This is an optimization exercise on Yosys and OpenROAD, whose aim is small area and a short achievable clock period, not a production implementation. In this exercise RTL edits were held to simulation tests only and were not proved equivalent to the original. No driver is modelled on the clock port, so clocking that relies on it looks cheaper here than on a real chip. No activity file was given, so power comes from the tool's default toggle rates.

==> flow/design.v <==
module SMC_top (
    input            clk,
    input      [1:0] mode,
    input      [2:0] Vgs0, Vgs1, Vgs2, Vgs3, Vgs4, Vgs5,
    input      [2:0] Vds0, Vds1, Vds2, Vds3, Vds4, Vds5,
    input      [2:0] W0, W1, W2, W3, W4, W5,
    output reg [9:0] out
);
    reg [1:0] r_mode;
    reg [2:0] r_Vgs0, r_Vgs1, r_Vgs2, r_Vgs3, r_Vgs4, r_Vgs5;
    reg [2:0] r_Vds0, r_Vds1, r_Vds2, r_Vds3, r_Vds4, r_Vds5;
    reg [2:0] r_W0, r_W1, r_W2, r_W3, r_W4, r_W5;
    wire [9:0] core_out;
    always @(posedge clk) begin
        r_mode <= mode;
        r_Vgs0 <= Vgs0; r_Vgs1 <= Vgs1; r_Vgs2 <= Vgs2;
        r_Vgs3 <= Vgs3; r_Vgs4 <= Vgs4; r_Vgs5 <= Vgs5;
        r_Vds0 <= Vds0; r_Vds1 <= Vds1; r_Vds2 <= Vds2;
        r_Vds3 <= Vds3; r_Vds4 <= Vds4; r_Vds5 <= Vds5;
        r_W0 <= W0; r_W1 <= W1; r_W2 <= W2;
        r_W3 <= W3; r_W4 <= W4; r_W5 <= W5;
        out <= core_out;
    end
    SMC core (
        .out(core_out), .mode(r_mode),
        .Vgs0(r_Vgs0), .Vgs1(r_Vgs1), .Vgs2(r_Vgs2), .Vgs3(r_Vgs3), .Vgs4(r_Vgs4), .Vgs5(r_Vgs5),
        .Vds0(r_Vds0), .Vds1(r_Vds1), .Vds2(r_Vds2), .Vds3(r_Vds3), .Vds4(r_Vds4), .Vds5(r_Vds5),
        .W0(r_W0), .W1(r_W1), .W2(r_W2), .W3(r_W3), .W4(r_W4), .W5(r_W5)
    );
endmodule

module CalcLut(Vgs, Vds, yI, yG, y3I, y3G, y23I, y23G);
  input [2:0] Vgs;
  wire [2:0] Vgs;
  input [2:0] Vds;
  wire [2:0] Vds;
  output [5:0] yI;
  wire [5:0] yI;
  output [5:0] yG;
  wire [5:0] yG;
  output [3:0] y3I;
  wire [3:0] y3I;
  output [3:0] y3G;
  wire [3:0] y3G;
  output [4:0] y23I;
  wire [4:0] y23I;
  output [4:0] y23G;
  wire [4:0] y23G;
  wire _0_;
  wire _10_;
  wire _11_;
  wire _12_;
  wire _13_;
  wire _14_;
  wire _15_;
  wire _16_;
  wire _17_;
  wire _18_;
  wire _19_;
  wire _1_;
  wire _20_;
  wire _21_;
  wire _22_;
  wire _23_;
  wire _24_;
  wire _25_;
  wire _26_;
  wire _27_;
  wire _28_;
  wire _29_;
  wire _2_;
  wire _30_;
  wire _31_;
  wire _32_;
  wire _33_;
  wire _34_;
  wire _35_;
  wire _36_;
  wire _37_;
  wire _38_;
  wire _39_;
  wire _3_;
  wire _40_;
  wire _41_;
  wire _42_;
  wire _43_;
  wire _44_;
  wire _45_;
  wire _46_;
  wire _47_;
  wire _48_;
  wire _49_;
  wire _4_;
  wire _50_;
  wire _51_;
  wire _52_;
  wire _53_;
  wire _54_;
  wire _55_;
  wire _56_;
  wire _57_;
  wire _58_;
  wire _59_;
  wire _5_;
  wire _60_;
  wire _61_;
  wire _62_;
  wire _6_;
  wire _7_;
  wire _8_;
  wire _9_;
  assign _5_ = ~(_6_ | _34_);
  assign _4_ = ~(Vds[0] & Vds[1]);
  assign _3_ = _4_ & ~(Vds[2]);
  assign _2_ = _3_ | _31_;
  assign _1_ = Vgs[1] & ~(_2_);
  assign y23I[4] = _1_ & ~(_5_);
  assign _0_ = Vgs[0] | ~(Vds[2]);
  assign _62_ = _21_ & ~(_39_);
  assign _61_ = _0_ & ~(_62_);
  assign _60_ = Vgs[2] & ~(_61_);
  assign yI[3] = _60_ | _33_;
  assign _59_ = ~(_28_ | Vds[0]);
  assign _58_ = _28_ & ~(_32_);
  assign _57_ = ~(_58_ | _59_);
  assign _56_ = ~(_57_ | _62_);
  assign yG[1] = ~_56_;
  assign y23G[3] = yI[5] & ~(_36_);
  assign y23G[2] = ~(y23G[3] | _2_);
  assign _55_ = y23G[2] & _37_;
  assign _54_ = _25_ & ~(_7_);
  assign _53_ = _36_ & ~(_22_);
  assign _52_ = _53_ | _15_;
  assign _51_ = _52_ | _54_;
  assign y23I[1] = _51_ | _55_;
  assign _50_ = _3_ & ~(_22_);
  assign _49_ = Vgs[1] & ~(_26_);
  assign y23I[0] = _49_ | _50_;
  assign _48_ = _10_ | _20_;
  assign yI[2] = _5_ | ~(_48_);
  assign _47_ = _8_ & ~(yI[3]);
  assign _46_ = _48_ & ~(_47_);
  assign y23I[3] = _18_ & ~(_46_);
  assign yI[1] = Vgs[0] & ~(_56_);
  assign yG[2] = _12_ | ~(_34_);
  assign yG[3] = _22_ & ~(_9_);
  assign _45_ = _59_ & ~(yG[3]);
  assign _44_ = _56_ | _18_;
  assign _43_ = yG[2] | _31_;
  assign _42_ = ~(_43_ | _57_);
  assign y23G[0] = _42_ | ~(_44_);
  assign _41_ = _15_ | ~(_43_);
  assign _40_ = _41_ & ~(y23G[0]);
  assign y23G[1] = _40_ | _45_;
  assign _39_ = ~Vgs[1];
  assign _38_ = Vds[0] & Vgs[0];
  assign _37_ = _38_ | _39_;
  assign _36_ = ~Vds[1];
  assign _35_ = Vds[2] | ~(Vgs[2]);
  assign _34_ = _35_ | _36_;
  assign _33_ = _37_ & ~(_34_);
  assign _32_ = ~Vgs[0];
  assign _31_ = ~Vgs[2];
  assign _30_ = Vgs[1] & ~(Vds[1]);
  assign _29_ = Vds[2] & ~(_30_);
  assign _28_ = _29_ | _31_;
  assign _27_ = _28_ | _32_;
  assign _26_ = _27_ | _33_;
  assign _25_ = Vgs[1] & ~(_35_);
  assign _24_ = Vgs[0] | ~(Vds[0]);
  assign _23_ = _25_ & ~(_24_);
  assign _22_ = Vgs[1] | Vgs[0];
  assign _21_ = ~(Vds[1] | Vds[2]);
  assign _20_ = ~(_21_ | _22_);
  assign _19_ = ~(_20_ | _23_);
  assign y23I[2] = ~(_19_ & _26_);
  assign _18_ = Vgs[2] & ~(_21_);
  assign _17_ = ~(Vgs[1] & Vgs[0]);
  assign _16_ = Vds[1] & ~(_17_);
  assign _15_ = _31_ & ~(_17_);
  assign _14_ = _22_ & ~(_15_);
  assign _13_ = Vds[2] & ~(_14_);
  assign _12_ = _13_ | _16_;
  assign _11_ = _35_ & ~(_12_);
  assign _10_ = _11_ | _25_;
  assign _9_ = ~(Vgs[2] & Vds[2]);
  assign yI[5] = ~(_9_ | _17_);
  assign _8_ = _10_ & ~(yI[5]);
  assign yI[4] = _8_ & _18_;
  assign _7_ = Vgs[0] & ~(Vds[0]);
  assign _6_ = ~(_7_ | _23_);
  assign y23G[4] = 1'h0;
  assign y3G = { 1'h0, y23G[3:1] };
  assign y3I = y23I[4:1];
  assign { yG[5:4], yG[0] } = 3'h0;
  assign yI[0] = yG[1];
endmodule
module Calc(output [6:0] val, input m, input [2:0] Vgs, Vds, W);
    wire [5:0] yI, yG; wire [3:0] y3I, y3G; wire [4:0] y23I, y23G;
    CalcLut t(.Vgs(Vgs), .Vds(Vds), .yI(yI), .yG(yG), .y3I(y3I), .y3G(y3G), .y23I(y23I), .y23G(y23G));
    wire [5:0] y = m ? yI : yG; wire [3:0] y3 = m ? y3I : y3G; wire [4:0] y23 = m ? y23I : y23G;
    wire q2 = W[2] & W[1];
    wire q1 = ~q2 & (W[2] | (W[1] & W[0]));
    wire r1 = (W == 3'd1) | (W == 3'd4) | (W == 3'd7);
    wire r2 = (W == 3'd2) | (W == 3'd5);
    wire [6:0] A = ({7{q2}} & {y, 1'b0}) | ({7{q1}} & {1'b0, y});
    wire [4:0] B = ({5{r1}} & {1'b0, y3}) | ({5{r2}} & y23);
    assign val = A + B;
endmodule
module Cmp7(a, b, ge);
  input [6:0] a;
  wire [6:0] a;
  input [6:0] b;
  wire [6:0] b;
  output ge;
  wire ge;
  wire _0_;
  wire _10_;
  wire _11_;
  wire _12_;
  wire _13_;
  wire _14_;
  wire _15_;
  wire _16_;
  wire _17_;
  wire _18_;
  wire _19_;
  wire _1_;
  wire _20_;
  wire _21_;
  wire _22_;
  wire _23_;
  wire _2_;
  wire _3_;
  wire _4_;
  wire _5_;
  wire _6_;
  wire _7_;
  wire _8_;
  wire _9_;
  assign _8_ = a[6] | ~(b[6]);
  assign _7_ = b[6] | ~(a[6]);
  assign _6_ = a[5] | ~(b[5]);
  assign _5_ = b[5] | ~(a[5]);
  assign _4_ = a[4] | ~(b[4]);
  assign _3_ = b[4] | ~(a[4]);
  assign _2_ = a[3] | ~(b[3]);
  assign _1_ = b[1] | ~(a[1]);
  assign _0_ = a[0] | ~(b[0]);
  assign _23_ = _1_ & ~(_0_);
  assign _22_ = b[2] & ~(a[2]);
  assign _21_ = b[1] & ~(a[1]);
  assign _20_ = _21_ | _22_;
  assign _19_ = _20_ | _23_;
  assign _18_ = a[3] & ~(b[3]);
  assign _17_ = a[2] & ~(b[2]);
  assign _16_ = _17_ | _18_;
  assign _15_ = _19_ & ~(_16_);
  assign _9_ = _2_ & ~(_15_);
  assign _10_ = _3_ & ~(_9_);
  assign _11_ = _4_ & ~(_10_);
  assign _12_ = _5_ & ~(_11_);
  assign _13_ = _6_ & ~(_12_);
  assign _14_ = _7_ & ~(_13_);
  assign ge = _8_ & ~(_14_);
endmodule
module Dec5(b, top, sp, sq, sr);
  input [4:0] b;
  wire [4:0] b;
  input top;
  wire top;
  output sp;
  wire sp;
  output sq;
  wire sq;
  output sr;
  wire sr;
  wire _0_;
  wire _10_;
  wire _11_;
  wire _12_;
  wire _13_;
  wire _14_;
  wire _15_;
  wire _16_;
  wire _17_;
  wire _18_;
  wire _19_;
  wire _1_;
  wire _20_;
  wire _2_;
  wire _3_;
  wire _4_;
  wire _5_;
  wire _6_;
  wire _7_;
  wire _8_;
  wire _9_;
  assign _11_ = b[2] & b[4];
  assign _10_ = b[0] ^ b[1];
  assign _9_ = ~(_10_ ^ b[3]);
  assign _8_ = b[2] ^ b[4];
  assign _7_ = _8_ & ~(_9_);
  assign _6_ = _7_ | _11_;
  assign _5_ = b[0] | b[1];
  assign _4_ = _10_ & ~(b[3]);
  assign _3_ = _5_ & ~(_4_);
  assign _2_ = _3_ & _6_;
  assign _1_ = _2_ ^ top;
  assign _0_ = ~(_8_ ^ _9_);
  assign _20_ = ~(_0_ ^ top);
  assign _19_ = ~(_3_ ^ _6_);
  assign _12_ = ~(_19_ & _20_);
  assign sq = _1_ & ~(_12_);
  assign _13_ = ~(_0_ & top);
  assign _14_ = _19_ | ~(_0_);
  assign _15_ = _3_ | _6_;
  assign _16_ = top & ~(_15_);
  assign _17_ = _14_ & ~(_16_);
  assign sp = _13_ & ~(_17_);
  assign _18_ = _16_ | _20_;
  assign sr = _1_ & ~(_18_);
endmodule
module Sort(
    output [5:0] sp, sq, sr,
    input top,
    input [6:0] n0, n1, n2, n3, n4, n5);
    wire g01;   
    Cmp7 k01(.a(n0), .b(n1), .ge(g01));
    wire g02;   
    Cmp7 k02(.a(n0), .b(n2), .ge(g02));
    wire g03;   
    Cmp7 k03(.a(n0), .b(n3), .ge(g03));
    wire g04;   
    Cmp7 k04(.a(n0), .b(n4), .ge(g04));
    wire g05;   
    Cmp7 k05(.a(n0), .b(n5), .ge(g05));
    wire g12;   
    Cmp7 k12(.a(n1), .b(n2), .ge(g12));
    wire g13;   
    Cmp7 k13(.a(n1), .b(n3), .ge(g13));
    wire g14;   
    Cmp7 k14(.a(n1), .b(n4), .ge(g14));
    wire g15;   
    Cmp7 k15(.a(n1), .b(n5), .ge(g15));
    wire g23;   
    Cmp7 k23(.a(n2), .b(n3), .ge(g23));
    wire g24;   
    Cmp7 k24(.a(n2), .b(n4), .ge(g24));
    wire g25;   
    Cmp7 k25(.a(n2), .b(n5), .ge(g25));
    wire g34;   
    Cmp7 k34(.a(n3), .b(n4), .ge(g34));
    wire g35;   
    Cmp7 k35(.a(n3), .b(n5), .ge(g35));
    wire g45;   
    Cmp7 k45(.a(n4), .b(n5), .ge(g45));
    Dec5 d0(.b({~g05, ~g04, ~g03, ~g02, ~g01}), .top(top), .sp(sp[0]), .sq(sq[0]), .sr(sr[0]));
    Dec5 d1(.b({~g15, ~g14, ~g13, ~g12, g01}), .top(top), .sp(sp[1]), .sq(sq[1]), .sr(sr[1]));
    Dec5 d2(.b({~g25, ~g24, ~g23, g12, g02}), .top(top), .sp(sp[2]), .sq(sq[2]), .sr(sr[2]));
    Dec5 d3(.b({~g35, ~g34, g23, g13, g03}), .top(top), .sp(sp[3]), .sq(sq[3]), .sr(sr[3]));
    Dec5 d4(.b({~g45, g34, g24, g14, g04}), .top(top), .sp(sp[4]), .sq(sq[4]), .sr(sr[4]));
    Dec5 d5(.b({g45, g35, g25, g15, g05}), .top(top), .sp(sp[5]), .sq(sq[5]), .sr(sr[5]));
endmodule
module Choose(out, w, sp, sq, sr, n0, n1, n2, n3, n4, n5);
  output [9:0] out;
  wire [9:0] out;
  input w;
  wire w;
  input [5:0] sp;
  wire [5:0] sp;
  input [5:0] sq;
  wire [5:0] sq;
  input [5:0] sr;
  wire [5:0] sr;
  input [6:0] n0;
  wire [6:0] n0;
  input [6:0] n1;
  wire [6:0] n1;
  input [6:0] n2;
  wire [6:0] n2;
  input [6:0] n3;
  wire [6:0] n3;
  input [6:0] n4;
  wire [6:0] n4;
  input [6:0] n5;
  wire [6:0] n5;
  wire _0_;
  wire _100_;
  wire _101_;
  wire _102_;
  wire _103_;
  wire _104_;
  wire _105_;
  wire _106_;
  wire _107_;
  wire _108_;
  wire _109_;
  wire _10_;
  wire _110_;
  wire _111_;
  wire _112_;
  wire _113_;
  wire _114_;
  wire _115_;
  wire _116_;
  wire _117_;
  wire _118_;
  wire _119_;
  wire _11_;
  wire _120_;
  wire _121_;
  wire _122_;
  wire _123_;
  wire _124_;
  wire _125_;
  wire _126_;
  wire _127_;
  wire _128_;
  wire _129_;
  wire _12_;
  wire _130_;
  wire _131_;
  wire _132_;
  wire _133_;
  wire _134_;
  wire _135_;
  wire _136_;
  wire _137_;
  wire _138_;
  wire _139_;
  wire _13_;
  wire _140_;
  wire _141_;
  wire _142_;
  wire _143_;
  wire _144_;
  wire _145_;
  wire _146_;
  wire _147_;
  wire _148_;
  wire _149_;
  wire _14_;
  wire _150_;
  wire _151_;
  wire _152_;
  wire _153_;
  wire _154_;
  wire _155_;
  wire _156_;
  wire _157_;
  wire _158_;
  wire _159_;
  wire _15_;
  wire _160_;
  wire _161_;
  wire _162_;
  wire _163_;
  wire _164_;
  wire _165_;
  wire _166_;
  wire _167_;
  wire _168_;
  wire _169_;
  wire _16_;
  wire _170_;
  wire _171_;
  wire _172_;
  wire _173_;
  wire _174_;
  wire _175_;
  wire _176_;
  wire _177_;
  wire _178_;
  wire _179_;
  wire _17_;
  wire _180_;
  wire _181_;
  wire _182_;
  wire _183_;
  wire _184_;
  wire _185_;
  wire _186_;
  wire _187_;
  wire _188_;
  wire _189_;
  wire _18_;
  wire _190_;
  wire _191_;
  wire _192_;
  wire _193_;
  wire _194_;
  wire _195_;
  wire _196_;
  wire _197_;
  wire _198_;
  wire _199_;
  wire _19_;
  wire _1_;
  wire _200_;
  wire _201_;
  wire _202_;
  wire _203_;
  wire _204_;
  wire _205_;
  wire _206_;
  wire _207_;
  wire _208_;
  wire _209_;
  wire _20_;
  wire _210_;
  wire _211_;
  wire _212_;
  wire _213_;
  wire _214_;
  wire _215_;
  wire _216_;
  wire _217_;
  wire _218_;
  wire _219_;
  wire _21_;
  wire _220_;
  wire _221_;
  wire _222_;
  wire _223_;
  wire _224_;
  wire _225_;
  wire _226_;
  wire _227_;
  wire _228_;
  wire _229_;
  wire _22_;
  wire _230_;
  wire _231_;
  wire _232_;
  wire _233_;
  wire _234_;
  wire _235_;
  wire _236_;
  wire _237_;
  wire _238_;
  wire _239_;
  wire _23_;
  wire _240_;
  wire _241_;
  wire _242_;
  wire _243_;
  wire _244_;
  wire _245_;
  wire _246_;
  wire _247_;
  wire _248_;
  wire _249_;
  wire _24_;
  wire _250_;
  wire _251_;
  wire _252_;
  wire _253_;
  wire _254_;
  wire _255_;
  wire _256_;
  wire _257_;
  wire _258_;
  wire _259_;
  wire _25_;
  wire _260_;
  wire _261_;
  wire _262_;
  wire _263_;
  wire _264_;
  wire _265_;
  wire _266_;
  wire _267_;
  wire _268_;
  wire _269_;
  wire _26_;
  wire _270_;
  wire _271_;
  wire _272_;
  wire _273_;
  wire _274_;
  wire _275_;
  wire _276_;
  wire _277_;
  wire _278_;
  wire _279_;
  wire _27_;
  wire _280_;
  wire _281_;
  wire _282_;
  wire _283_;
  wire _284_;
  wire _285_;
  wire _286_;
  wire _287_;
  wire _288_;
  wire _289_;
  wire _28_;
  wire _290_;
  wire _291_;
  wire _292_;
  wire _293_;
  wire _294_;
  wire _295_;
  wire _296_;
  wire _297_;
  wire _298_;
  wire _299_;
  wire _29_;
  wire _2_;
  wire _300_;
  wire _301_;
  wire _302_;
  wire _303_;
  wire _304_;
  wire _305_;
  wire _306_;
  wire _307_;
  wire _308_;
  wire _309_;
  wire _30_;
  wire _310_;
  wire _311_;
  wire _312_;
  wire _313_;
  wire _314_;
  wire _315_;
  wire _316_;
  wire _317_;
  wire _318_;
  wire _319_;
  wire _31_;
  wire _320_;
  wire _321_;
  wire _322_;
  wire _323_;
  wire _324_;
  wire _325_;
  wire _326_;
  wire _327_;
  wire _328_;
  wire _329_;
  wire _32_;
  wire _330_;
  wire _331_;
  wire _332_;
  wire _333_;
  wire _334_;
  wire _335_;
  wire _336_;
  wire _337_;
  wire _338_;
  wire _339_;
  wire _33_;
  wire _340_;
  wire _341_;
  wire _342_;
  wire _343_;
  wire _344_;
  wire _345_;
  wire _346_;
  wire _347_;
  wire _348_;
  wire _349_;
  wire _34_;
  wire _350_;
  wire _351_;
  wire _352_;
  wire _353_;
  wire _354_;
  wire _355_;
  wire _356_;
  wire _357_;
  wire _358_;
  wire _359_;
  wire _35_;
  wire _360_;
  wire _361_;
  wire _362_;
  wire _363_;
  wire _364_;
  wire _365_;
  wire _366_;
  wire _367_;
  wire _368_;
  wire _369_;
  wire _36_;
  wire _370_;
  wire _371_;
  wire _372_;
  wire _373_;
  wire _374_;
  wire _375_;
  wire _376_;
  wire _377_;
  wire _378_;
  wire _379_;
  wire _37_;
  wire _380_;
  wire _381_;
  wire _382_;
  wire _383_;
  wire _384_;
  wire _38_;
  wire _39_;
  wire _3_;
  wire _40_;
  wire _41_;
  wire _42_;
  wire _43_;
  wire _44_;
  wire _45_;
  wire _46_;
  wire _47_;
  wire _48_;
  wire _49_;
  wire _4_;
  wire _50_;
  wire _51_;
  wire _52_;
  wire _53_;
  wire _54_;
  wire _55_;
  wire _56_;
  wire _57_;
  wire _58_;
  wire _59_;
  wire _5_;
  wire _60_;
  wire _61_;
  wire _62_;
  wire _63_;
  wire _64_;
  wire _65_;
  wire _66_;
  wire _67_;
  wire _68_;
  wire _69_;
  wire _6_;
  wire _70_;
  wire _71_;
  wire _72_;
  wire _73_;
  wire _74_;
  wire _75_;
  wire _76_;
  wire _77_;
  wire _78_;
  wire _79_;
  wire _7_;
  wire _80_;
  wire _81_;
  wire _82_;
  wire _83_;
  wire _84_;
  wire _85_;
  wire _86_;
  wire _87_;
  wire _88_;
  wire _89_;
  wire _8_;
  wire _90_;
  wire _91_;
  wire _92_;
  wire _93_;
  wire _94_;
  wire _95_;
  wire _96_;
  wire _97_;
  wire _98_;
  wire _99_;
  wire _9_;
  wire _c115;
  wire _c116;
  wire _c117;
  wire _c118;
  wire _c119;
  wire _c120;
  wire _c121;
  wire _c122;
  wire _c22;
  wire _c61;
  assign _313_ = ~(n5[0] & sr[5]);
  assign _312_ = n0[0] & sr[0];
  assign _311_ = _313_ & ~(_312_);
  assign _310_ = n3[0] & sr[3];
  assign _309_ = n4[0] & sr[4];
  assign _308_ = _309_ | _310_;
  assign _307_ = n1[0] & sr[1];
  assign _306_ = n2[0] & sr[2];
  assign _305_ = _306_ | _307_;
  assign _304_ = _305_ | _308_;
  assign _303_ = _311_ & ~(_304_);
  assign _302_ = w & ~(_303_);
  assign _301_ = ~(n4[1] & sp[4]);
  assign _300_ = n0[1] & sp[0];
  assign _299_ = _301_ & ~(_300_);
  assign _298_ = n2[1] & sp[2];
  assign _297_ = n5[1] & sp[5];
  assign _296_ = _297_ | _298_;
  assign _295_ = n3[1] & sp[3];
  assign _294_ = n1[1] & sp[1];
  assign _293_ = _294_ | _295_;
  assign _292_ = _293_ | _296_;
  assign _291_ = _299_ & ~(_292_);
  assign _290_ = ~(sr[4] & n4[1]);
  assign _289_ = sr[0] & n0[1];
  assign _288_ = _290_ & ~(_289_);
  assign _287_ = sr[5] & n5[1];
  assign _286_ = sr[3] & n3[1];
  assign _285_ = _286_ | _287_;
  assign _284_ = sr[2] & n2[1];
  assign _283_ = sr[1] & n1[1];
  assign _282_ = _283_ | _284_;
  assign _281_ = _282_ | _285_;
  assign _280_ = _288_ & ~(_281_);
  assign _279_ = _280_ ^ _291_;
  assign _278_ = ~(sq[5] & n5[1]);
  assign _277_ = sq[1] & n1[1];
  assign _276_ = _278_ & ~(_277_);
  assign _275_ = sq[2] & n2[1];
  assign _274_ = sq[3] & n3[1];
  assign _273_ = _274_ | _275_;
  assign _272_ = sq[4] & n4[1];
  assign _271_ = sq[0] & n0[1];
  assign _270_ = _271_ | _272_;
  assign _269_ = _270_ | _273_;
  assign _268_ = _276_ & ~(_269_);
  assign _267_ = _268_ | w;
  assign _266_ = ~(n3[0] & sp[3]);
  assign _265_ = n0[0] & sp[0];
  assign _264_ = _266_ & ~(_265_);
  assign _263_ = n4[0] & sp[4];
  assign _262_ = n5[0] & sp[5];
  assign _261_ = _262_ | _263_;
  assign _260_ = n2[0] & sp[2];
  assign _259_ = n1[0] & sp[1];
  assign _258_ = _259_ | _260_;
  assign _257_ = _258_ | _261_;
  assign _256_ = _264_ & ~(_257_);
  assign _255_ = w & ~(_256_);
  assign _254_ = _267_ & ~(_255_);
  assign _253_ = _254_ ^ _279_;
  assign _252_ = _256_ | _303_;
  assign _251_ = ~w;
  assign _250_ = ~(n4[0] & sq[4]);
  assign _249_ = n2[0] & sq[2];
  assign _248_ = _250_ & ~(_249_);
  assign _247_ = n3[0] & sq[3];
  assign _246_ = n5[0] & sq[5];
  assign _245_ = _246_ | _247_;
  assign _244_ = n1[0] & sq[1];
  assign _243_ = n0[0] & sq[0];
  assign _242_ = _243_ | _244_;
  assign _241_ = _242_ | _245_;
  assign _240_ = _248_ & ~(_241_);
  assign _239_ = _251_ & ~(_240_);
  assign _238_ = ~(_256_ ^ _303_);
  assign _237_ = _239_ & ~(_238_);
  assign _236_ = _252_ & ~(_237_);
  assign _235_ = _236_ | _253_;
  assign _234_ = ~(n2[2] & sp[2]);
  assign _233_ = n1[2] & sp[1];
  assign _232_ = _234_ & ~(_233_);
  assign _231_ = n5[2] & sp[5];
  assign _230_ = n4[2] & sp[4];
  assign _229_ = _230_ | _231_;
  assign _228_ = n0[2] & sp[0];
  assign _227_ = n3[2] & sp[3];
  assign _226_ = _227_ | _228_;
  assign _225_ = _226_ | _229_;
  assign _224_ = _232_ & ~(_225_);
  assign _223_ = ~(n2[2] & sr[2]);
  assign _222_ = n1[2] & sr[1];
  assign _221_ = _223_ & ~(_222_);
  assign _220_ = n5[2] & sr[5];
  assign _219_ = n3[2] & sr[3];
  assign _218_ = _219_ | _220_;
  assign _217_ = n0[2] & sr[0];
  assign _216_ = n4[2] & sr[4];
  assign _215_ = _216_ | _217_;
  assign _214_ = _215_ | _218_;
  assign _213_ = _221_ & ~(_214_);
  assign _212_ = _213_ ^ _224_;
  assign _211_ = ~(n5[2] & sq[5]);
  assign _210_ = n0[2] & sq[0];
  assign _209_ = _211_ & ~(_210_);
  assign _208_ = n3[2] & sq[3];
  assign _207_ = n4[2] & sq[4];
  assign _206_ = _207_ | _208_;
  assign _205_ = n2[2] & sq[2];
  assign _204_ = n1[2] & sq[1];
  assign _203_ = _204_ | _205_;
  assign _202_ = _203_ | _206_;
  assign _201_ = _209_ & ~(_202_);
  assign _200_ = _201_ | w;
  assign _199_ = w & ~(_291_);
  assign _198_ = _200_ & ~(_199_);
  assign _197_ = _198_ ^ _212_;
  assign _196_ = w & ~(_240_);
  assign _195_ = _280_ | _291_;
  assign _194_ = _279_ & ~(_254_);
  assign _193_ = _195_ & ~(_194_);
  assign _192_ = ~(_193_ ^ _196_);
  assign _191_ = _192_ ^ _197_;
  assign _190_ = ~(_191_ ^ _235_);
  assign _c115 = ~(_190_ ^ _302_);
  assign _189_ = w & ~(_280_);
  assign _188_ = _196_ | ~(_193_);
  assign _187_ = _192_ & _197_;
  assign _186_ = _188_ & ~(_187_);
  assign _185_ = _186_ ^ _189_;
  assign _184_ = ~(n3[3] & sr[3]);
  assign _183_ = n2[3] & sr[2];
  assign _182_ = _184_ & ~(_183_);
  assign _181_ = n5[3] & sr[5];
  assign _180_ = n4[3] & sr[4];
  assign _179_ = _180_ | _181_;
  assign _178_ = n0[3] & sr[0];
  assign _177_ = n1[3] & sr[1];
  assign _176_ = _177_ | _178_;
  assign _175_ = _176_ | _179_;
  assign _174_ = _182_ & ~(_175_);
  assign _173_ = ~(n4[3] & sp[4]);
  assign _172_ = n2[3] & sp[2];
  assign _171_ = _173_ & ~(_172_);
  assign _170_ = n5[3] & sp[5];
  assign _169_ = n3[3] & sp[3];
  assign _168_ = _169_ | _170_;
  assign _167_ = n0[3] & sp[0];
  assign _166_ = n1[3] & sp[1];
  assign _165_ = _166_ | _167_;
  assign _164_ = _165_ | _168_;
  assign _163_ = _171_ & ~(_164_);
  assign _162_ = _163_ ^ _174_;
  assign _161_ = ~(n1[3] & sq[1]);
  assign _160_ = n3[3] & sq[3];
  assign _159_ = _161_ & ~(_160_);
  assign _158_ = n5[3] & sq[5];
  assign _157_ = n4[3] & sq[4];
  assign _156_ = _157_ | _158_;
  assign _155_ = n0[3] & sq[0];
  assign _154_ = n2[3] & sq[2];
  assign _153_ = _154_ | _155_;
  assign _152_ = _153_ | _156_;
  assign _151_ = _159_ & ~(_152_);
  assign _150_ = _151_ | w;
  assign _149_ = w & ~(_224_);
  assign _148_ = _150_ & ~(_149_);
  assign _147_ = _148_ ^ _162_;
  assign _146_ = w & ~(_268_);
  assign _145_ = _213_ | _224_;
  assign _144_ = _212_ & ~(_198_);
  assign _143_ = _145_ & ~(_144_);
  assign _142_ = ~(_143_ ^ _146_);
  assign _141_ = _142_ ^ _147_;
  assign _140_ = _141_ ^ _185_;
  assign _139_ = _191_ | _235_;
  assign _138_ = _302_ & ~(_190_);
  assign _137_ = _139_ & ~(_138_);
  assign _c116 = _137_ ^ _140_;
  assign _136_ = _137_ | _140_;
  assign _135_ = _186_ | _189_;
  assign _134_ = _141_ & _185_;
  assign _133_ = _134_ | ~(_135_);
  assign _132_ = w & ~(_213_);
  assign _131_ = _146_ | ~(_143_);
  assign _130_ = _142_ & _147_;
  assign _129_ = _131_ & ~(_130_);
  assign _128_ = _129_ ^ _132_;
  assign _127_ = ~(n2[4] & sr[2]);
  assign _126_ = n3[4] & sr[3];
  assign _125_ = _127_ & ~(_126_);
  assign _124_ = n5[4] & sr[5];
  assign _123_ = n4[4] & sr[4];
  assign _122_ = _123_ | _124_;
  assign _121_ = n1[4] & sr[1];
  assign _120_ = n0[4] & sr[0];
  assign _119_ = _120_ | _121_;
  assign _118_ = _119_ | _122_;
  assign _117_ = _125_ & ~(_118_);
  assign _116_ = ~(n3[4] & sp[3]);
  assign _115_ = n2[4] & sp[2];
  assign _114_ = _116_ & ~(_115_);
  assign _113_ = n5[4] & sp[5];
  assign _112_ = n4[4] & sp[4];
  assign _111_ = _112_ | _113_;
  assign _110_ = n0[4] & sp[0];
  assign _109_ = n1[4] & sp[1];
  assign _108_ = _109_ | _110_;
  assign _107_ = _108_ | _111_;
  assign _106_ = _114_ & ~(_107_);
  assign _105_ = _106_ ^ _117_;
  assign _104_ = ~(n3[4] & sq[3]);
  assign _103_ = n2[4] & sq[2];
  assign _102_ = _104_ & ~(_103_);
  assign _101_ = n5[4] & sq[5];
  assign _100_ = n4[4] & sq[4];
  assign _99_ = _100_ | _101_;
  assign _98_ = n0[4] & sq[0];
  assign _97_ = n1[4] & sq[1];
  assign _96_ = _97_ | _98_;
  assign _95_ = _96_ | _99_;
  assign _94_ = _102_ & ~(_95_);
  assign _93_ = _94_ | w;
  assign _92_ = w & ~(_163_);
  assign _91_ = _93_ & ~(_92_);
  assign _90_ = _91_ ^ _105_;
  assign _89_ = w & ~(_201_);
  assign _88_ = _163_ | _174_;
  assign _87_ = _162_ & ~(_148_);
  assign _86_ = _88_ & ~(_87_);
  assign _85_ = ~(_86_ ^ _89_);
  assign _84_ = _85_ ^ _90_;
  assign _83_ = ~(_84_ ^ _128_);
  assign _82_ = _83_ ^ _133_;
  assign _c117 = _82_ ^ _136_;
  assign _81_ = ~(n1[5] & sr[1]);
  assign _80_ = n3[5] & sr[3];
  assign _79_ = _81_ & ~(_80_);
  assign _78_ = n4[5] & sr[4];
  assign _77_ = n5[5] & sr[5];
  assign _76_ = _77_ | _78_;
  assign _75_ = n0[5] & sr[0];
  assign _74_ = n2[5] & sr[2];
  assign _73_ = _74_ | _75_;
  assign _72_ = _73_ | _76_;
  assign _71_ = _79_ & ~(_72_);
  assign _70_ = ~(n1[5] & sp[1]);
  assign _69_ = n4[5] & sp[4];
  assign _68_ = _70_ & ~(_69_);
  assign _67_ = n3[5] & sp[3];
  assign _66_ = n5[5] & sp[5];
  assign _65_ = _66_ | _67_;
  assign _64_ = n0[5] & sp[0];
  assign _63_ = n2[5] & sp[2];
  assign _62_ = _63_ | _64_;
  assign _61_ = _62_ | _65_;
  assign _60_ = _68_ & ~(_61_);
  assign _59_ = _60_ ^ _71_;
  assign _58_ = ~(n1[5] & sq[1]);
  assign _57_ = n3[5] & sq[3];
  assign _56_ = _58_ & ~(_57_);
  assign _55_ = n4[5] & sq[4];
  assign _54_ = n5[5] & sq[5];
  assign _53_ = _54_ | _55_;
  assign _52_ = n0[5] & sq[0];
  assign _51_ = n2[5] & sq[2];
  assign _50_ = _51_ | _52_;
  assign _49_ = _50_ | _53_;
  assign _48_ = _56_ & ~(_49_);
  assign _47_ = _48_ | w;
  assign _46_ = w & ~(_106_);
  assign _45_ = _47_ & ~(_46_);
  assign _44_ = ~(_45_ ^ _59_);
  assign _43_ = w & ~(_151_);
  assign _42_ = _106_ | _117_;
  assign _41_ = _105_ & ~(_91_);
  assign _40_ = _42_ & ~(_41_);
  assign _39_ = ~(_40_ ^ _43_);
  assign _38_ = ~(_39_ ^ _44_);
  assign _37_ = w & ~(_174_);
  assign _36_ = _89_ | ~(_86_);
  assign _35_ = _85_ & _90_;
  assign _34_ = _36_ & ~(_35_);
  assign _33_ = _34_ ^ _37_;
  assign _32_ = ~(_33_ ^ _38_);
  assign _31_ = _129_ | _132_;
  assign _30_ = _84_ & _128_;
  assign _29_ = _31_ & ~(_30_);
  assign _28_ = _29_ ^ _32_;
  assign _27_ = _133_ & ~(_83_);
  assign _26_ = _136_ & ~(_82_);
  assign _25_ = _26_ | _27_;
  assign _c118 = ~(_25_ ^ _28_);
  assign _24_ = ~(n5[6] & sp[5]);
  assign _23_ = n2[6] & sp[2];
  assign _22_ = _24_ & ~(_23_);
  assign _21_ = n4[6] & sp[4];
  assign _20_ = n3[6] & sp[3];
  assign _19_ = _20_ | _21_;
  assign _18_ = n0[6] & sp[0];
  assign _17_ = n1[6] & sp[1];
  assign _16_ = _17_ | _18_;
  assign _15_ = _16_ | _19_;
  assign _14_ = _22_ & ~(_15_);
  assign _13_ = n1[6] & sr[1];
  assign _12_ = n3[6] & sr[3];
  assign _11_ = ~(_12_ | _13_);
  assign _10_ = n4[6] & sr[4];
  assign _9_ = n5[6] & sr[5];
  assign _8_ = _9_ | _10_;
  assign _7_ = n0[6] & sr[0];
  assign _6_ = n2[6] & sr[2];
  assign _5_ = _6_ | _7_;
  assign _4_ = _5_ | _8_;
  assign _3_ = _11_ & ~(_4_);
  assign _2_ = _3_ ^ _14_;
  assign _1_ = ~(n2[6] & sq[2]);
  assign _0_ = n3[6] & sq[3];
  assign _384_ = _1_ & ~(_0_);
  assign _383_ = n5[6] & sq[5];
  assign _382_ = n4[6] & sq[4];
  assign _381_ = _382_ | _383_;
  assign _380_ = n0[6] & sq[0];
  assign _379_ = n1[6] & sq[1];
  assign _378_ = _379_ | _380_;
  assign _377_ = _378_ | _381_;
  assign _376_ = _384_ & ~(_377_);
  assign _375_ = _376_ | w;
  assign _374_ = w & ~(_60_);
  assign _373_ = _375_ & ~(_374_);
  assign _372_ = ~(_373_ ^ _2_);
  assign _371_ = _94_ | _251_;
  assign _370_ = ~(_60_ & _71_);
  assign _369_ = _45_ & _59_;
  assign _368_ = _370_ & ~(_369_);
  assign _367_ = ~(_368_ ^ _371_);
  assign _366_ = ~(_367_ ^ _372_);
  assign _365_ = w & ~(_117_);
  assign _364_ = ~_365_;
  assign _363_ = _43_ & ~(_40_);
  assign _362_ = _39_ & _44_;
  assign _361_ = ~(_362_ | _363_);
  assign _360_ = _361_ ^ _364_;
  assign _359_ = _360_ ^ _366_;
  assign _358_ = _34_ | _37_;
  assign _357_ = _33_ & _38_;
  assign _356_ = _358_ & ~(_357_);
  assign _355_ = ~(_356_ ^ _359_);
  assign _354_ = ~(_29_ & _32_);
  assign _353_ = _28_ & ~(_25_);
  assign _352_ = _354_ & ~(_353_);
  assign _c119 = ~(_352_ ^ _355_);
  assign _351_ = _14_ ^ _48_;
  assign _350_ = _351_ ^ _71_;
  assign _349_ = w & ~(_350_);
  assign _348_ = _371_ | ~(_368_);
  assign _347_ = _367_ & _372_;
  assign _346_ = _348_ & ~(_347_);
  assign _345_ = ~(_346_ ^ _349_);
  assign _344_ = ~(_3_ & _14_);
  assign _343_ = _373_ & _2_;
  assign _342_ = _344_ & ~(_343_);
  assign _341_ = ~(_342_ ^ _345_);
  assign _314_ = ~(_361_ & _364_);
  assign _315_ = _360_ & _366_;
  assign _316_ = _314_ & ~(_315_);
  assign _317_ = ~(_316_ ^ _341_);
  assign _318_ = _359_ | ~(_356_);
  assign _319_ = _355_ & ~(_352_);
  assign _320_ = _318_ & ~(_319_);
  assign _c120 = ~(_320_ ^ _317_);
  assign _321_ = ~(_376_ ^ _3_);
  assign _322_ = ~(_14_ & _48_);
  assign _323_ = _351_ & _71_;
  assign _324_ = _322_ & ~(_323_);
  assign _325_ = _324_ ^ _321_;
  assign _326_ = w & ~(_325_);
  assign _327_ = _349_ & ~(_346_);
  assign _328_ = _342_ & _345_;
  assign _329_ = _328_ | _327_;
  assign _330_ = _341_ | ~(_316_);
  assign _331_ = _317_ & ~(_320_);
  assign _332_ = _330_ & ~(_331_);
  assign _333_ = ~(_332_ ^ _329_);
  assign _c121 = _333_ ^ _326_;
  assign _334_ = _329_ & ~(_332_);
  assign _335_ = _333_ & _326_;
  assign _336_ = _335_ | _334_;
  assign _337_ = _324_ | _321_;
  assign _338_ = _376_ & _3_;
  assign _339_ = _338_ | _251_;
  assign _340_ = _337_ & ~(_339_);
  assign _c122 = _340_ ^ _336_;
  assign _c61 = _236_ ^ _253_;
  assign _c22 = ~(_238_ ^ _239_);
  assign out = { _c122, _c121, _c120, _c119, _c118, _c117, _c116, _c115, _c61, _c22 };
endmodule
module SMC(output [9:0] out,
           input [1:0] mode,
           input [2:0] Vgs0, Vgs1, Vgs2, Vgs3, Vgs4, Vgs5,
           input [2:0] Vds0, Vds1, Vds2, Vds3, Vds4, Vds5,
           input [2:0] W0, W1, W2, W3, W4, W5
           );
    wire [6:0] n0, n1, n2, n3, n4, n5;
    Calc c0(.val(n0), .m(mode[0]), .Vgs(Vgs0), .Vds(Vds0), .W(W0));
    Calc c1(.val(n1), .m(mode[0]), .Vgs(Vgs1), .Vds(Vds1), .W(W1));
    Calc c2(.val(n2), .m(mode[0]), .Vgs(Vgs2), .Vds(Vds2), .W(W2));
    Calc c3(.val(n3), .m(mode[0]), .Vgs(Vgs3), .Vds(Vds3), .W(W3));
    Calc c4(.val(n4), .m(mode[0]), .Vgs(Vgs4), .Vds(Vds4), .W(W4));
    Calc c5(.val(n5), .m(mode[0]), .Vgs(Vgs5), .Vds(Vds5), .W(W5));
    wire [5:0] sp, sq, sr;
    Sort sort_val(.sp(sp), .sq(sq), .sr(sr), .top(mode[1]),
                  .n0(n0), .n1(n1), .n2(n2), .n3(n3), .n4(n4), .n5(n5));
    Choose choose_out(.out(out), .w(mode[0]), .sp(sp), .sq(sq), .sr(sr),
                      .n0(n0), .n1(n1), .n2(n2), .n3(n3), .n4(n4), .n5(n5));
endmodule
==> flow/flow/run.sh <==
#!/bin/bash
# Own flow: the standard synthesis, then the combinational cells are
# re-mapped by ABC (flip-flops kept as they are, same names and cells); the standard flow's
# standard layout with small port buffers. After clock tree synthesis the
# output registers' clock pins get a short buffer chain of their own, so they
# are clocked a little later than the input registers (skew that helps the
# register-to-register paths; it only lengthens the paths to the outputs).
set -euo pipefail
HERE=$(pwd)
R=$HERE/orfs/results/$FLOW_PLATFORM/SMC_top/base
LIB=$FLOW_HOME/platforms/sky130hd/lib/sky130_fd_sc_hd__tt_025C_1v80.lib
source $HERE/flow/params.sh
bash standard.sh synth > synth_std.log 2>&1
cp $R/1_2_yosys.v $HERE/synth_std.v
DU=$(grep -A40 "DONT_USE_CELLS +=" $FLOW_HOME/platforms/sky130hd/config.mk | grep -o "sky130_fd_sc_hd__[a-z0-9_]*" | sed 's/^/-dont_use /' | tr '\n' ' ')
cat > resynth.ys <<EOT
read_liberty -ignore_miss_func $LIB
blackbox sky130_fd_sc_hd__dfxtp_1
read_verilog $HERE/synth_std.v
hierarchy -top $FLOW_TOP
flatten
opt_clean
abc -script $HERE/flow/resynth.abc -liberty $LIB $DU -D $ABC_D
opt_clean -purge
hilomap -singleton -hicell sky130_fd_sc_hd__conb_1 HI -locell sky130_fd_sc_hd__conb_1 LO
stat -liberty $LIB
write_verilog -noattr -nohex -nodec $HERE/synth_re.v
EOT
yosys -s resynth.ys > resynth.log 2>&1
cp $HERE/synth_re.v $R/1_2_yosys.v
rm -f $R/1_synth.odb $R/1_synth.sdc
bash standard.sh "BUFFER_PORTS_ARGS=$PORT_BUF_ARGS" ${CTS_ARGS:+"CTS_ARGS=$CTS_ARGS"} $EXTRA_MAKE cts > layout_cts.log 2>&1
if [[ -n "$SKEW_CELLS" ]]; then
  # SKEW_CELLS: candidate chains separated by ';'. Each is tried on the placed
  # design; the one that leaves the largest worst setup slack (with no hold
  # violation) is kept.
  cp $R/4_cts.odb $HERE/4_cts_noskew.odb
  best=""; best_ws=-1000; i=0
  IFS=';' read -ra CANDS <<< "$SKEW_CELLS"
  for chain in "${CANDS[@]}"; do
    i=$((i+1))
    cp $HERE/4_cts_noskew.odb $R/4_cts.odb
    R=$R LIB=$LIB SKEW_CELLS="$chain" HOLD_FIX="${HOLD_FIX:-}" RR_DERATE=${RR_DERATE:-0} ROOT_REGS="${ROOT_REGS:-}" PRE_REPAIR="${PRE_REPAIR:-}" PRE_REPAIR_SEQ="${PRE_REPAIR_SEQ:-unbuffer,sizeup,swap,buffer}" OUT_BUF="${OUT_BUF:-}" SKEW_WRITE=0 openroad -no_init -exit $HERE/flow/skew.tcl > skew_try$i.log 2>&1 || true
    res=$(grep '^RESULT' skew_try$i.log | tail -1 || true)
    ws=$(echo "$res" | awk '{print $2}'); wh=$(echo "$res" | awk '{print $3}')
    echo "candidate $i {$chain}: $res" >> skew_choice.log
    if [[ -n "$ws" ]] && awk -v ws="$ws" -v wh="$wh" -v b="$best_ws" 'BEGIN { exit !(wh >= 0 && ws > b) }'; then
      best="$chain"; best_ws=$ws
    fi
  done
  echo "chosen {$best}" >> skew_choice.log
  cp $HERE/4_cts_noskew.odb $R/4_cts.odb
  if [[ -n "$best" ]]; then
    R=$R LIB=$LIB SKEW_CELLS="$best" HOLD_FIX="${HOLD_FIX:-}" RR_DERATE=${RR_DERATE:-0} ROOT_REGS="${ROOT_REGS:-}" PRE_REPAIR="${PRE_REPAIR:-}" PRE_REPAIR_SEQ="${PRE_REPAIR_SEQ:-unbuffer,sizeup,swap,buffer}" OUT_BUF="${OUT_BUF:-}" SKEW_WRITE=1 openroad -no_init -exit $HERE/flow/skew.tcl > skew.log 2>&1
  fi
fi
bash standard.sh "BUFFER_PORTS_ARGS=$PORT_BUF_ARGS" ${CTS_ARGS:+"CTS_ARGS=$CTS_ARGS"} $EXTRA_MAKE ${FINISH_MAKE:-} finish > layout.log 2>&1
==> flow/flow/params.sh <==
ABC_D=6500
PORT_BUF_ARGS="-buffer_cell sky130_fd_sc_hd__buf_1"
EXTRA_MAKE=""
SKEW_CELLS="sky130_fd_sc_hd__clkdlybuf4s50_1 sky130_fd_sc_hd__clkbuf_8;sky130_fd_sc_hd__clkdlybuf4s50_1 sky130_fd_sc_hd__clkdlybuf4s25_1 sky130_fd_sc_hd__clkbuf_8;sky130_fd_sc_hd__clkdlybuf4s50_1 sky130_fd_sc_hd__clkdlybuf4s50_1 sky130_fd_sc_hd__clkbuf_8;sky130_fd_sc_hd__clkdlybuf4s50_1 sky130_fd_sc_hd__clkdlybuf4s50_1 sky130_fd_sc_hd__clkdlybuf4s15_1 sky130_fd_sc_hd__clkbuf_8;sky130_fd_sc_hd__clkdlybuf4s50_1 sky130_fd_sc_hd__clkdlybuf4s50_1 sky130_fd_sc_hd__clkdlybuf4s25_1 sky130_fd_sc_hd__clkbuf_8;sky130_fd_sc_hd__clkdlybuf4s50_1 sky130_fd_sc_hd__clkdlybuf4s50_1 sky130_fd_sc_hd__clkdlybuf4s50_1 sky130_fd_sc_hd__clkbuf_8"
HOLD_FIX="sky130_fd_sc_hd__dlygate4sd3_1 0.15 1.0"
RR_DERATE=0.4
CTS_ARGS="-sink_clustering_enable -repair_clock_nets -dont_use_dummy_load -buf_list sky130_fd_sc_hd__clkbuf_8"
PRE_REPAIR=0.6
PRE_REPAIR_SEQ="unbuffer,sizeup,swap,buffer,clone"
==> flow/flow/resynth.abc <==
strash; dch; map -D 6500; topo; buffer -p; upsize -D 6500; dnsize -D 6500
==> flow/flow/skew.tcl <==
# Give the output registers (out[*]) a clock branch of their own: a chain of
# the cells in SKEW_CELLS (first nearest the clock tree), the last one driving
# all of their clock pins. Edits 4_cts.odb in place.
proc load {} {
  read_db $::env(R)/4_cts.odb
  read_liberty $::env(LIB)
  read_sdc $::env(R)/4_cts.sdc
  set_propagated_clock [all_clocks]
  source $::env(FLOW_HOME)/platforms/sky130hd/setRC.tcl
  estimate_parasitics -placement
}
proc apply_chain {chain} {
  # OUT_BUF: cell for the output ports' buffers (bigger than the input ones,
  # they drive the port load).
  if {[info exists ::env(OUT_BUF)] && $::env(OUT_BUF) ne ""} {
    foreach c [get_cells output*] {
      if {[string match "sky130_fd_sc_hd__buf_*" [get_property $c ref_name]]} {
        replace_cell $c $::env(OUT_BUF)
      }
    }
    detailed_placement
    estimate_parasitics -placement
  }
  # PRE_REPAIR d: first speed up the register-to-register paths (before the
  # skew is added) until their worst slack has improved by d ns, or as far as
  # the resizer gets.
  if {[info exists ::env(PRE_REPAIR)] && $::env(PRE_REPAIR) ne ""} {
    set rr0 [get_property [lindex [find_timing_paths -to [all_registers -data_pins] -path_delay max] 0] slack]
    set_dont_use [get_lib_cells {sky130_fd_sc_hd__probe_p_8 sky130_fd_sc_hd__probec_p_8 sky130_fd_sc_hd__lpflow_*}]
    repair_timing -setup -setup_margin [expr {$rr0 + $::env(PRE_REPAIR)}] -repair_tns 100 -sequence $::env(PRE_REPAIR_SEQ)
    detailed_placement
    estimate_parasitics -placement
    set rr1 [get_property [lindex [find_timing_paths -to [all_registers -data_pins] -path_delay max] 0] slack]
    puts "pre-repair: reg-to-reg worst slack $rr0 -> $rr1"
  }
  # ROOT_REGS: registers whose clock pins move to the clock tree's root
  # buffer output (earlier clock than the tree's leaves).
  if {[info exists ::env(ROOT_REGS)] && $::env(ROOT_REGS) ne ""} {
    set cp [get_pins -of_objects [get_nets clk] -filter "direction == input"]
    set root [get_cells -of_objects $cp]
    set rnet [get_nets -of_objects [get_pins -of_objects $root -filter "direction == output"]]
    puts "root buffer [get_full_name $root] net [get_full_name $rnet]"
    foreach rn $::env(ROOT_REGS) {
      foreach c [get_cells $rn] {
        set it [[sta::sta_to_db_inst $c] findITerm CLK]
        $it disconnect
        $it connect [sta::sta_to_db_net $rnet]
        puts "moved [get_full_name $c] to the root clock net"
      }
    }
    estimate_parasitics -placement
  }
  set pins {}
  set xs 0; set ys 0
  foreach c [get_cells *] {
    if {[regexp {^out\[} [get_full_name $c]] && [string match "sky130_fd_sc_hd__dfxtp_*" [get_property $c ref_name]]} {
      lappend pins [get_pins -of_objects $c -filter "name == CLK"]
      set bb [[sta::sta_to_db_inst $c] getBBox]
      set xs [expr {$xs + [$bb xMin]}]; set ys [expr {$ys + [$bb yMin]}]
    }
  }
  set n [llength $pins]
  puts "output registers: $n"
  set loc [list [expr {$xs / $n / 1000.0}] [expr {$ys / $n / 1000.0}]]
  puts "before:"
  report_clock_skew
  set tip $pins
  set diff 1
  if {$chain eq "none"} { set chain {} }
  foreach cell [lreverse $chain] {
    if {$diff} {
      insert_buffer -buffer_cell $cell -load_pins $tip -load_pins_on_diff_nets -location $loc
    } else {
      insert_buffer -buffer_cell $cell -load_pins $tip -location $loc
    }
    set diff 0
    set drv [get_pins -of_objects [get_nets -of_objects [lindex $tip 0]] -filter "direction == output"]
    set buf [get_cells -of_objects $drv]
    puts "inserted [get_full_name $buf] ([get_property $buf ref_name])"
    set tip [list [get_pins -of_objects $buf -filter "direction == input"]]
  }
  detailed_placement
  estimate_parasitics -placement
  # Hold: the mode registers reach the outputs both through long paths and
  # through short ones. Delay only the short branches (loads whose paths have
  # setup slack to spare), so that the long paths keep the skew's gain.
  proc mode_loads {net} {
    set out {}
    foreach p [get_pins -of_objects $net -filter "direction == input"] {
      set c [get_cells -of_objects $p]
      if {[regexp {^sky130_fd_sc_hd__(buf|clkbuf|inv|clkinv)_} [get_property $c ref_name]]} {
        set o [get_pins -of_objects $c -filter "direction == output"]
        set out [concat $out [mode_loads [get_nets -of_objects $o]]]
      } else {
        lappend out $p
      }
    }
    return $out
  }
  if {[info exists ::env(HOLD_FIX)] && $::env(HOLD_FIX) ne ""} {
    lassign $::env(HOLD_FIX) hold_cell hold_target setup_guard
    set ws [worst_slack -max]; puts "worst setup slack $ws"
    for {set round 0} {$round < 3} {incr round} {
      set ws [worst_slack -max]
      foreach r [get_cells r_mode*] {
        set q [get_pins -of_objects $r -filter "direction == output"]
        set pick {}
        foreach p [mode_loads [get_nets -of_objects $q]] {
          set smin [get_property $p slack_min]
          set smax [get_property $p slack_max]
          if {$smin < $hold_target && $smax > $ws + $setup_guard} { lappend pick $p; puts "  pick [get_full_name $p] min $smin max $smax" }
        }
        puts "[get_full_name $r]: [llength $pick] short-path loads delayed"
        # one delay cell per net, so that every load keeps the signal (and the
        # polarity) it had
        set bynet [dict create]
        foreach p $pick { dict lappend bynet [get_full_name [get_nets -of_objects $p]] $p }
        dict for {nn ps} $bynet {
          insert_buffer -buffer_cell $hold_cell -load_pins $ps
        }
      }
      detailed_placement
      estimate_parasitics -placement
      if {[worst_slack -min] >= $hold_target} { break }
    }
    detailed_placement
    estimate_parasitics -placement
  }
}
load
apply_chain $::env(SKEW_CELLS)
set rr [get_property [lindex [find_timing_paths -to [all_registers -data_pins] -path_delay max] 0] slack]
set ou [get_property [lindex [find_timing_paths -to [all_outputs] -path_delay max] 0] slack]
puts "RESULT [expr {min($rr - $::env(RR_DERATE), $ou)}] [worst_slack -min] $rr $ou"
if {$::env(SKEW_WRITE) eq "0"} { exit 0 }
check_placement -verbose
puts "after:"
report_clock_skew
report_checks -path_delay max -digits 3
puts "reg2reg:"
report_checks -path_delay max -to [all_registers -data_pins] -digits 3 -format end
report_checks -path_delay min -digits 3
report_checks -to [all_outputs] -path_delay max -digits 3
write_db $::env(R)/4_cts.odb
==> flow/standard.sh <==
#!/bin/bash
# synth_recipe.tcl (not shown) runs the flow's synth.tcl, then flattens the netlist and writes it again
# the make line also repeats each setting of config.mk as NAME=value (left out here)
make -C /OpenROAD-flow-scripts/flow DESIGN_CONFIG=/design/flow/config.mk WORK_HOME=/design/flow/orfs CLKGATE_MAP_FILE= SYNTH_SCRIPT=/design/flow/synth_recipe.tcl "${@:-finish}"
==> flow/config.mk <==
export PLATFORM = sky130hd
export DESIGN_NAME = SMC_top
export DESIGN_NICKNAME = SMC_top
export VERILOG_FILES = /design/flow/design.v
export SDC_FILE = /design/flow/constraint.sdc
export NUM_CORES = 4
export LEC_CHECK = 0
export ABC_AREA = 1
export CAP_MARGIN = 20
export CORE_MARGIN = 2
export CORE_UTILIZATION = 40
export CTS_BUF_LIST = sky130_fd_sc_hd__clkbuf_8
export SLEW_MARGIN = 20
==> flow/constraint.sdc <==
create_clock -name core_clock -period 30.0 [get_ports {clk}]
set_input_delay 6.0000 -clock core_clock [delete_from_list [all_inputs] [get_ports {clk}]]
set_output_delay 6.0000 -clock core_clock [all_outputs]
set_load 0.01 [all_outputs]
==> notes.md, run 1 <==
total negative slack for setup checks 0 ns; Post-Syn Area 8670 µm²; GRT Residual Overflow 0; part of the cycle the worst path needs between 20% and 30%; vias in the first global route 9,703; number of warnings reported in the yosys synthesis log 1; Ant. Diodes 0; global-route wire length before repair between 40,000 and 50,000 µm; type of the worst setup path flip-flop to output port; Clock H-tree levels 3; violation count after the first detailed-route iteration between 800 and 900; number of rows in the core area 53; maximum count of clock buffers along a single path 2; mean number of vias per cell around 5.6; horizontal die dimension 151 µm; post-layout net count between 1,500 and 2,000; class of the most critical hold timing path flip-flop to flip-flop; pin slew with the least headroom to its limit around 0.95 ns; Worst Hold Slack roughly 0.34 ns; result of the run complete, no violations; max frequency ~0.13 GHz; cell-by-cell listing of the critical path buf_1; number of iterations in the first detailed-routing pass 7; number of buffers and inverters on the critical path 1; power density normalized to cell area around 120 nW/µm²; cell chosen for the clock root sky130_fd_sc_hd__clkbuf_8; routed length per placed instance about 14 µm; Final Wtd Congestion slightly below 1; clock slew at reported path FFs about 0.09 ns; Max FO, Critical Path 1; endpoint arrival time on the critical path 1.73 ns; cts hold-fix bufs 0; kind of end point of the critical path output port; Syn Area/Cell roughly 5.6 µm²; detailed-placement wirelength estimate roughly 22,000 µm; Total Die Area ~23,000 µm²; DRT Wirelength 27,500 µm; reported max-cap violation count 0; net count of the mapped netlist between 1,500 and 2,000; max FFs per register 10; GRT Util Overall between 20% and 30%; unrepaired setup endpoints after global routing no; Synth-to-Final Area Change 9.48%; via count 10,700; later-pin clock latency in the skew report 1.26 ns; Leak 4.48 nW; starting density of the core between 40 and 50%; pin count of the biggest net entering global routing between 40 and 50; total count of max-transition violations in the final report 0; type of element launching the critical path flip-flop; post-route ant nets 0; DRC errors left 0; FILL cells between 2,000 and 2,500; port bufs 66; delay contributed by the slowest stage of the critical path ~0.32 ns; final critical path time including I/O delays and setup 7.73 ns; Post-CTS Setup Repair Bufs 0; die height about 150 µm; power after layout about 1.2 mW; Layout Skew 0.914 ns; slowest library cell on the worst path sky130_fd_sc_hd__dfxtp_1; kind of cell adding the most delay to the critical path flip-flops; setup violation total in the final timing report 0; number of sinks handled by clock tree synthesis between 60 and 70; data required time at the worst endpoint 24.00 ns; fraction of layout cells with a size suffix above 1 4.68%; worst ir drop on vdd 0.000107 V; clock buffer count from CTS 9; number of top-level pins 67; number of antenna violations at the first check in global routing 0; area of placed instances roughly 9200 µm²; Synth Instances about 1,600; number of cells upsized or downsized after cts 0; clock tree from TritonCTS yes; Final Hold Violating Endpoints 0; register ranked first by flip-flop count out; core region area around 21,000 µm²; Slew Limit Headroom about 36%; Design Area, Final roughly 9500 µm²
final cells by class:
cell class,count,area [µm²],area share [%]
flip-flops and latches,66,1320,13.9
clock buffers,12,158,1.66
well taps,275,344,3.63
inverters,269,1010,10.7
repair buffers,72,299,3.15
multi-input cells,1205,6360,67.0
stage by stage:
stage          util, %  cells  worst slack, ns
2_1_floorplan        -   1550            22.38
3_3_place_gp      43.7   1884            21.30
3_5_place_dp      43.7   1884            21.14
4_1_cts           44.3   1893            21.05
5_1_grt           44.9   1899            21.22
6_report          44.9   1899            22.27
power by group:
group	switching, mW	internal [mW]	total, mW
Sequential	0.00603	0.109	0.115
Clock	0.0378	0.0336	0.0714
Combinational	0.627	0.357	0.985
Total	0.671	0.499	1.17
worst paths after layout:
check | slack, ns | endpoint | start | cells past startpoint
setup / recovery | 22.27 | out[9] | out[9] | 1
hold / removal | 0.34 | out[5] | r_mode[0] | 8
setup reg to reg | 22.40 | out[9] | r_Vgs2[1] | 50
hold reg to reg | 0.34 | out[5] | r_mode[0] | 8
per-layer routing:
| layer | wire [µm] | track usage [%] | share of wire, % | up-vias |
|---|---|---|---|---|
| met5 | 0 | 0 | 0 | - |
| met4 | 626 | 8.27 | 2.3 | 0 |
| met3 | 1970 | 3.46 | 7.1 | 70 |
| met2 | 12400 | 40.2 | 45 | 465 |
| met1 | 12500 | 31.9 | 46 | 4758 |
| li1 | - | - | - | 5426 |
cell usage in the layout (no fill, tap or decap), types with 36 or more instances in the layout:
cell type,count
sky130_fd_sc_hd__a21oi_1,95
sky130_fd_sc_hd__a22oi_1,36
sky130_fd_sc_hd__buf_1,66
sky130_fd_sc_hd__dfxtp_1,66
sky130_fd_sc_hd__inv_1,251
sky130_fd_sc_hd__nand2_1,313
sky130_fd_sc_hd__nand3_1,41
sky130_fd_sc_hd__nor2_1,241
sky130_fd_sc_hd__o21ai_0,115
sky130_fd_sc_hd__o221ai_1,53
sky130_fd_sc_hd__o22ai_1,47
sky130_fd_sc_hd__xor2_1,36
worst register-to-register path, delay by kind of cell, from the launching register on:
family	cells	cell delay [ns]
AOI/OAI and AO/OA	25	4.16
buffers and inverters	2	0.30
DFF	1	0.42
and+or+nand+nor	18	2.49
adders and majority gates	1	0.33
xor gates and xnor gates	4	0.76
==> run 2: changes to the inputs <==
--- a/flow/flow/params.sh
+++ b/flow/flow/params.sh
@@ -7,3 +7,2 @@
 CTS_ARGS="-sink_clustering_enable -repair_clock_nets -dont_use_dummy_load -buf_list sky130_fd_sc_hd__clkbuf_8"
 PRE_REPAIR=0.6
-PRE_REPAIR_SEQ="unbuffer,sizeup,swap,buffer,clone"
==> run 2 against run 1 <==
Count of clock-buffer cells in the layout unchanged. Maximum frequency unchanged. Sequential cell count unchanged. Global-route usage unchanged. Power unchanged. Area after synthesis unchanged. Utilization unchanged.
==> notes.md, run 2 <==
starting density of the core 41.0%; pin count of the biggest net entering global routing 46; violation count after the first detailed-route iteration between 800 and 900; pin slew with the least headroom to its limit 0.948 ns; GRT Util Overall between 20% and 30%; Post-CTS Setup Repair Bufs 0; total count of max-transition violations in the final report 0; number of buffers and inverters on the critical path 1; detailed-placement wirelength estimate roughly 22,000 µm; clock tree from TritonCTS yes; number of sinks handled by clock tree synthesis 66; Layout Skew slightly above 0.9 ns; fraction of power consumed by the clock network under 10%; slowest library cell on the worst path sky130_fd_sc_hd__dfxtp_1; final critical path time including I/O delays and setup approximately 7.7 ns; reported max-cap violation count 0; number of iterations in the first detailed-routing pass 7; max frequency between 0.1 and 0.15 GHz; worst reg2reg setup slack 22.40 ns; die height ~150 µm; Ant. Diodes 0; part of the cycle the worst path needs 25.8%; number of cells upsized or downsized after cts 0; DRC errors left 0; Leak between 4 and 5 nW; Max FO, Critical Path 1; smallest setup slack after layout about 22 ns; global-route wire length before repair 45,400 µm; Synth Instances ~1,600; r2r worst-path depth 50; worst slack at placement about 21 ns; worst ir drop on vdd around 0.00011 V; power density normalized to cell area around 120 nW/µm²; most frequent standard cell in the layout excluding fill and tap cells sky130_fd_sc_hd__nand2_1; type of the worst setup path flip-flop to output port; RR Startpoint r_Vgs2[1]; Clock H-tree levels 3; GRT Residual Overflow 0; worst hold path cell count 8; later-pin clock latency in the skew report 1.26 ns; switch share 57.3%; max FFs per register 10; register ranked first by flip-flop count out; Post-Syn Area about 8700 µm²; mean number of vias per cell around 5.6; post-layout net count ~1,700; endpoint arrival time on the critical path around 1.7 ns; Final Wtd Congestion approximately 0.99; Syn Area/Cell about 5.6 µm²; number of rows in the core area 53; Final Hold Violating Endpoints 0; DRT Wirelength between 20,000 and 30,000 µm; core region area ~21,000 µm²; Total Die Area about 23,000 µm²; cell-by-cell listing of the critical path buf_1; delay contributed by the slowest stage of the critical path between 0.3 and 0.4 ns; Slew Limit Headroom between 30% and 40%; worst reg2reg endpoint out[9]; internal power component between 0.4 and 0.5 mW; result of the run complete, no violations; number of top-level pins 67; sequential share of power under 10%; horizontal die dimension between 150 and 200 µm; unrepaired setup endpoints after global routing no; setup violation total in the final timing report 0; data required time at the worst endpoint ~24 ns; post-route ant nets 0; via count 10,700; clock buffer count from CTS 9; maximum count of clock buffers along a single path 2; number of antenna violations at the first check in global routing 0; routed length per placed instance roughly 14 µm; cts hold-fix bufs 0; vias in the first global route 9,703; critical path startpoint out[9]; kind of end point of the critical path output port; end point of the critical path out[9]; path length in cells of the critical path 1; clock slew at reported path FFs 0.09 ns; net count of the mapped netlist roughly 1,600; cell chosen for the clock root sky130_fd_sc_hd__clkbuf_8; kind of cell adding the most delay to the critical path flip-flops; net switching component of the power between 0.6 and 0.7 mW; number of warnings reported in the yosys synthesis log 1; Synth-to-Final Area Change 9.48%; total negative slack for setup checks 0 ns; core occupancy in the finished layout about 45%; fraction of layout cells with a size suffix above 1 4.68%; port bufs between 60 and 70; Combinational Power Share approximately 84%; worst hold path startpoint r_mode[0]; most frequent cells in the layout 313 x sky130_fd_sc_hd__nand2_1, 251 x sky130_fd_sc_hd__inv_1, 241 x sky130_fd_sc_hd__nor2_1, 115 x sky130_fd_sc_hd__o21ai_0, 95 x sky130_fd_sc_hd__a21oi_1; type of element launching the critical path flip-flop; class of the most critical hold timing path flip-flop to flip-flop
[run 2: routing by layer]
layer | GRT usage, % | part of all wire, % | vias to the layer above | routed length [µm]
met1 | 31.9 | 46 | 4758 | 12500
met5 | 0 | 0 | - | 0
met2 | 40.2 | 45 | 465 | 12400
met3 | 3.46 | 7.1 | 70 | 1970
met4 | 8.27 | 2.3 | 0 | 626
li1 | - | - | 5426 | -
[run 2: worst min-delay path by stage]
stage                     slack, ns     end
after floorplan                1.03  out[0]
after global placement         0.95  out[0]
after detailed placement       0.94  out[0]
after CTS                       1.0  out[0]
after global routing           0.41  out[5]
final                          0.34  out[5]
[run 2: area by class of cell]
class / count / area (µm²)
Fill cell: 2280 / 11700
Multi-Input combinational cell: 1205 / 6360
Sequential cell: 66 / 1320
Inverter: 269 / 1010
Tap cell: 275 / 344
Timing Repair Buffer: 72 / 299
Clock buffer: 12 / 158
[run 2: power by group through the flow]
stage                     clock network, mW  logic (mW)  registers [mW]
final                                0.0714       0.985           0.115
after global routing                 0.0772        1.12           0.116
after CTS                            0.0672       0.964           0.114
after detailed placement                  0       0.959           0.116
after global placement                    0       0.953           0.117
after floorplan                           0       0.774           0.119
[run 2: metrics by stage]
stage	power, mW	instance area (µm²)	hold slack (ns)	instances
2_1_floorplan	0.893	8670	1.03	1550
3_5_place_dp	1.08	9240	0.944	1884
3_3_place_gp	1.07	9240	0.947	1884
6_report	1.17	9490	0.339	1899
4_1_cts	1.15	9370	0.996	1893
5_1_grt	1.31	9490	0.408	1899

## static timing again, ports no longer ideal
The results above use ideal ports. As a check the final layouts listed here were re-extracted and re-timed, cells and wires unchanged.
Step 1, drivers: a clkbuf_16 drives clk and a buf_2 each remaining input, both assumed.
Step 2, shift: input delay + t, output delay - t, t = (earliest + latest rising clock arrival at the registers) / 2. This alone moves slack from input paths to output paths.
Three values: ideal ports, drivers, drivers and shift; two values: the first two.
| run | t, ns | slack for setup (ns) | clock arrival spread, ns | pins driven straight from the clock port |
|---|---|---|---|---|
| run 1 | 0.852 | 22.273 / 22.228 / 22.395 | 0.914 / 0.914 | 1 |
| run 2 | 0.852 | 22.273 / 22.228 / 22.395 | 0.914 / 0.914 | 1 |
Clock arrivals are far apart in run 1 and run 2, so t is only a midpoint there and step 2 fits no single register.
